From an optimization exercise on the open Yosys and OpenROAD flow, aimed at small area, a short achievable clock period and few clock cycles per item; shortcuts taken in it are not production practice.
The RTL was checked by simulation tests, not by an equivalence proof against the original design.
Power figures rest on the tool's default switching activity, not on a simulated workload.

== run 1 ==
Design simon2share, start of the top module:
module simon2share(clk, data_ina, data_inb, data_rdy, cipher_out, Done);
For scale: about 2300 cells after synthesis, about 520 flip-flops, ~24000 um^2 of cells after synthesis.
==> flow/config.mk <==
export PLATFORM = sky130hd
export DESIGN_NAME = simon2share
export DESIGN_NICKNAME = simon2share
export VERILOG_FILES = /design/flow/design.v
export SDC_FILE = /design/flow/constraint.sdc
export NUM_CORES = 4
export LEC_CHECK = 0
export CAP_MARGIN = 20
export CORE_MARGIN = 2
export CORE_UTILIZATION = 80
export CTS_CLUSTER_DIAMETER = 90
export CTS_CLUSTER_SIZE = 28
export PLACE_DENSITY = 0.9
export SETUP_SLACK_MARGIN = 2.45
export SLEW_MARGIN = 20
==> flow/constraint.sdc <==
create_clock -name core_clock -period 5.0 [get_ports {clk}]
set_input_delay 1.0000 -clock core_clock [delete_from_list [all_inputs] [get_ports {clk}]]
set_output_delay 1.0000 -clock core_clock [all_outputs]
set_load 0.01 [all_outputs]
standard.sh (not shown) runs the stock make flow with config.mk's settings and CLKGATE_MAP_FILE= SYNTH_SCRIPT=/design/flow/synth_recipe.tcl, a recipe that flattens the netlist after the stock synthesis.
==> flow/flow/run.sh <==
#!/bin/bash
# Standard ORFS layout (the standard.sh) with two changes to buffering:
#  - ports get a buf_2 as port buffer instead of the default cell;
#  - after global placement, each output-gate flip-flop (done_n, last_n) gets a
#    two-level buffer tree: one buffer per cluster of its loads (gate_tree.tcl).
# make's full output goes to standard.log; ORFS keeps per-step logs in orfs/logs.
set -uo pipefail
here=$(pwd)
export BUFFER_PORTS_ARGS="-buffer_cell sky130_fd_sc_hd__buf_2"
export POST_GLOBAL_PLACE_TCL="$here/flow/gate_tree.tcl"
export GATE_TREE_FLOPS='done_n$_DFF_P_ last_n$_DFF_P_'
export GATE_TREE_FANOUT=16
export GATE_TREE_CELL=sky130_fd_sc_hd__buf_4
bash standard.sh > standard.log 2>&1
==> flow/flow/gate_tree.tcl <==
# Build a two-level buffer tree for each output-gate net: the gate flip-flop
# drives one buffer per cluster of loads, placed at the cluster's centre.
proc gate_tree_kmeans {pts k} {
  # pts: list of {x y}; returns list of cluster indices
  set n [llength $pts]
  set cent {}
  for {set c 0} {$c < $k} {incr c} {
    lappend cent [lindex [lsort -real -index 2 [lmap p $pts {list {*}$p [expr {atan2([lindex $p 1]-0.0, [lindex $p 0]-0.0)}]}]] [expr {($c * $n) / $k}]]
  }
  set cent [lmap c $cent {lrange $c 0 1}]
  set asg [lrepeat $n 0]
  for {set it 0} {$it < 30} {incr it} {
    set i 0
    foreach p $pts {
      set best 0; set bd 1e30
      set c 0
      foreach q $cent {
        set d [expr {abs([lindex $p 0]-[lindex $q 0]) + abs([lindex $p 1]-[lindex $q 1])}]
        if {$d < $bd} { set bd $d; set best $c }
        incr c
      }
      lset asg $i $best
      incr i
    }
    set newc {}
    for {set c 0} {$c < $k} {incr c} {
      set sx 0.0; set sy 0.0; set m 0
      set i 0
      foreach p $pts {
        if {[lindex $asg $i] == $c} { set sx [expr {$sx + [lindex $p 0]}]; set sy [expr {$sy + [lindex $p 1]}]; incr m }
        incr i
      }
      if {$m > 0} { lappend newc [list [expr {$sx/$m}] [expr {$sy/$m}]] } else { lappend newc [lindex $cent $c] }
    }
    set cent $newc
  }
  return [list $asg $cent]
}

proc gate_tree {flop_name per_buf cell} {
  set block [ord::get_db_block]
  set dbu [$block getDbUnitsPerMicron]
  set inst [$block findInst $flop_name]
  if {$inst == "NULL"} { puts "gate_tree: no instance $flop_name"; return }
  set net [[$inst findITerm Q] getNet]
  # drop buffers already hanging on the net, so the tree sees the real loads
  for {set pass 0} {$pass < 8} {incr pass} {
    set bufs {}
    foreach it [$net getITerms] {
      if {[$it isOutputSignal]} continue
      set li [$it getInst]
      set m [$li getMaster]
      if {[string match "*__buf_*" [$m getName]] || [string match "*__clkbuf_*" [$m getName]]} {
        set onet [[$li findITerm X] getNet]
        # keep port buffers
        if {[llength [$onet getBTerms]] > 0} continue
        lappend bufs [get_cells [$li getName]]
      }
    }
    if {[llength $bufs] == 0} break
    remove_buffers $bufs
    set net [[$inst findITerm Q] getNet]
  }
  set pins {}; set pts {}
  foreach it [$net getITerms] {
    if {[$it isOutputSignal]} continue
    set li [$it getInst]
    set loc [$it getAvgXY]
    if {[lindex $loc 0] == 0} { set b [$li getBBox]; set loc [list 1 [expr {([$b xMin]+[$b xMax])/2}] [expr {([$b yMin]+[$b yMax])/2}]] }
    lappend pins "[$li getName]/[[$it getMTerm] getName]"
    lappend pts [list [expr {double([lindex $loc 1])/$dbu}] [expr {double([lindex $loc 2])/$dbu}]]
  }
  set n [llength $pins]
  set k [expr {max(1, int(ceil(double($n) / $per_buf)))}]
  puts "gate_tree: $flop_name net [$net getName] loads $n clusters $k"
  lassign [gate_tree_kmeans $pts $k] asg cent
  for {set c 0} {$c < $k} {incr c} {
    set lp {}
    set i 0
    foreach p $pins { if {[lindex $asg $i] == $c} { lappend lp [get_pins $p] }; incr i }
    if {[llength $lp] == 0} continue
    set xy [lindex $cent $c]
    insert_buffer -buffer_cell $cell -net [get_nets [$net getName]] -load_pins $lp -location $xy
  }
}

# Hook body (sourced after global placement): one tree per output-gate flop.
foreach flop $::env(GATE_TREE_FLOPS) {
  gate_tree $flop $::env(GATE_TREE_FANOUT) $::env(GATE_TREE_CELL)
}
Testbench counts of run 1, summed over its fixed seeds: cycles 20,800, items 64.
#### Input delta (run 2 over run 1)
Settings: PLACE_DENSITY now 0.82, was 0.9; CORE_UTILIZATION now 70, was 80.
diff --git a/flow/flow/run.sh b/flow/flow/run.sh
--- a/flow/flow/run.sh
+++ b/flow/flow/run.sh
@@ -11,4 +11,4 @@
 export GATE_TREE_FLOPS='done_n$_DFF_P_ last_n$_DFF_P_'
-export GATE_TREE_FANOUT=16
-export GATE_TREE_CELL=sky130_fd_sc_hd__buf_4
+export GATE_TREE_FANOUT=22
+export GATE_TREE_CELL=sky130_fd_sc_hd__buf_8
 bash standard.sh > standard.log 2>&1
### Flow results
Summary — overall global routing resource usage, run 2 relative to run 1: lower, by 5.8 points.
Area growth from synthesis to layout was higher in the run labelled run 2.
The combinational power share in run 2 sits 0.5 points below the value recorded for run 1.
Looking at run 2 and run 1, the summed negative setup slack over all endpoints is a wash.
Run 2 reached the final stage; the timing, DRC and antenna checks on its layout passed.
As far as synthesized cell count goes, run 1 and run 2 are indistinguishable; the numbers are identical.
[inputs] run 3 vs run 2
Settings: an added TNS_END_PERCENT of 5.
diff --git a/flow/flow/run.sh b/flow/flow/run.sh
--- a/flow/flow/run.sh
+++ b/flow/flow/run.sh
@@ -11,4 +11,4 @@
 export GATE_TREE_FLOPS='done_n$_DFF_P_ last_n$_DFF_P_'
-export GATE_TREE_FANOUT=22
-export GATE_TREE_CELL=sky130_fd_sc_hd__buf_8
+export GATE_TREE_FANOUT=16
+export GATE_TREE_CELL=sky130_fd_sc_hd__buf_4
 bash standard.sh > standard.log 2>&1
--- outcome ---
Final-stage net count: run 3 vs run 2 down 0.87%
For sequential cell power, run 3 and run 2 come out practically identical.
Of run 3 and run 2, it is run 3 that has the lower total power.
[compare] base=run 2 new=run 3: wire length went down, detailed-routing iteration count for the pre-antenna-repair pass went up, clock latency on the worst-skew pair did not really move.
Total area of sequential cells, run 3 and run 2: lower on run 3
The higher top achievable clock speed of run 3 and run 2 is in run 2.
Here is what was changed in the inputs of run 4 compared with run 3.
Settings: CORE_UTILIZATION changed from 70 to 60; CTS_CLUSTER_SIZE removed (was 28); CTS_CLUSTER_DIAMETER removed (was 90); TNS_END_PERCENT removed (was 5); SETUP_SLACK_MARGIN changed from 2.45 to 2.2; PLACE_DENSITY changed from 0.82 to 0.75.
--- outcome ---
Side by side, area of the core turned out higher in run 4 than in run 3. Sequential share of cell area, run 3 and run 4: smaller value in run 4. As of run 4, number of non-clock buffers in the layout had fallen by a few percent compared to run 3. Wire length of run 4 is on par with run 3. Final area: run 4 higher than run 3. Looking at final critical path time including I/O delays and setup, run 4 sits 0.076 ns above run 3.
What run 5 does differently from run 4 at the input level:
Settings: SETUP_SLACK_MARGIN: 2.2 -> 2.45; PLACE_DENSITY: 0.75 -> 0.6; CORE_UTILIZATION: 60 -> 40.
## What came out
- Run 5 vs run 4: register share of the cell area down in run 5
- Launch point of the worst path = mydatapath.share_a.Xs[55]: run 4; launch point of the worst path = last_n: run 5
- Min routed length on met1 across run 5 and run 4: run 4
- STATUS post-route minimum period: run 5 wins against run 4
- The die area in run 4 is 0.67 times that in run 5.
- Compared with run 4, in run 5 total stage count of the critical path picked up an extra 1; number of hold violations in the final report neither gained nor lost much.

==> port drivers added, routing unchanged <==
The results above use ideal ports. As a check the final layouts listed here were re-extracted and re-timed, cells and wires unchanged.
Step 1: set_driving_cell puts a clkbuf_16 on clk and a buf_2 on each other input, an assumption about the parent block.
Step 2 also shifts input and output timing later by t, the mid clock arrival at the registers, as if the neighbouring blocks saw the same clock.
Three values: ideal, step 1, step 2; two values: the first two.
| run | t, ns | setup slack, ns | worst register clock-pin slew, ns | worst slew at a driven data input, ns | cell pins on the clock port's net |
|---|---|---|---|---|---|
| run 1 | 0.606 | 2.418 / 2.364 / 2.560 | 0.11 / 0.11 | 0.04 | 1 |
| run 2 | 0.604 | 2.432 / 2.376 / 2.775 | 0.11 / 0.11 | 0.03 | 1 |
| run 3 | 0.599 | 2.341 / 2.286 / 2.807 | 0.11 / 0.11 | 0.03 | 1 |
| run 4 | 0.639 | 2.266 / 2.209 / 2.849 | 0.06 / 0.06 | 0.03 | 1 |
| run 5 | 0.657 | 2.439 / 2.380 / 2.858 | 0.06 / 0.06 | 0.04 | 1 |
After both steps every run listed still meets setup and hold.
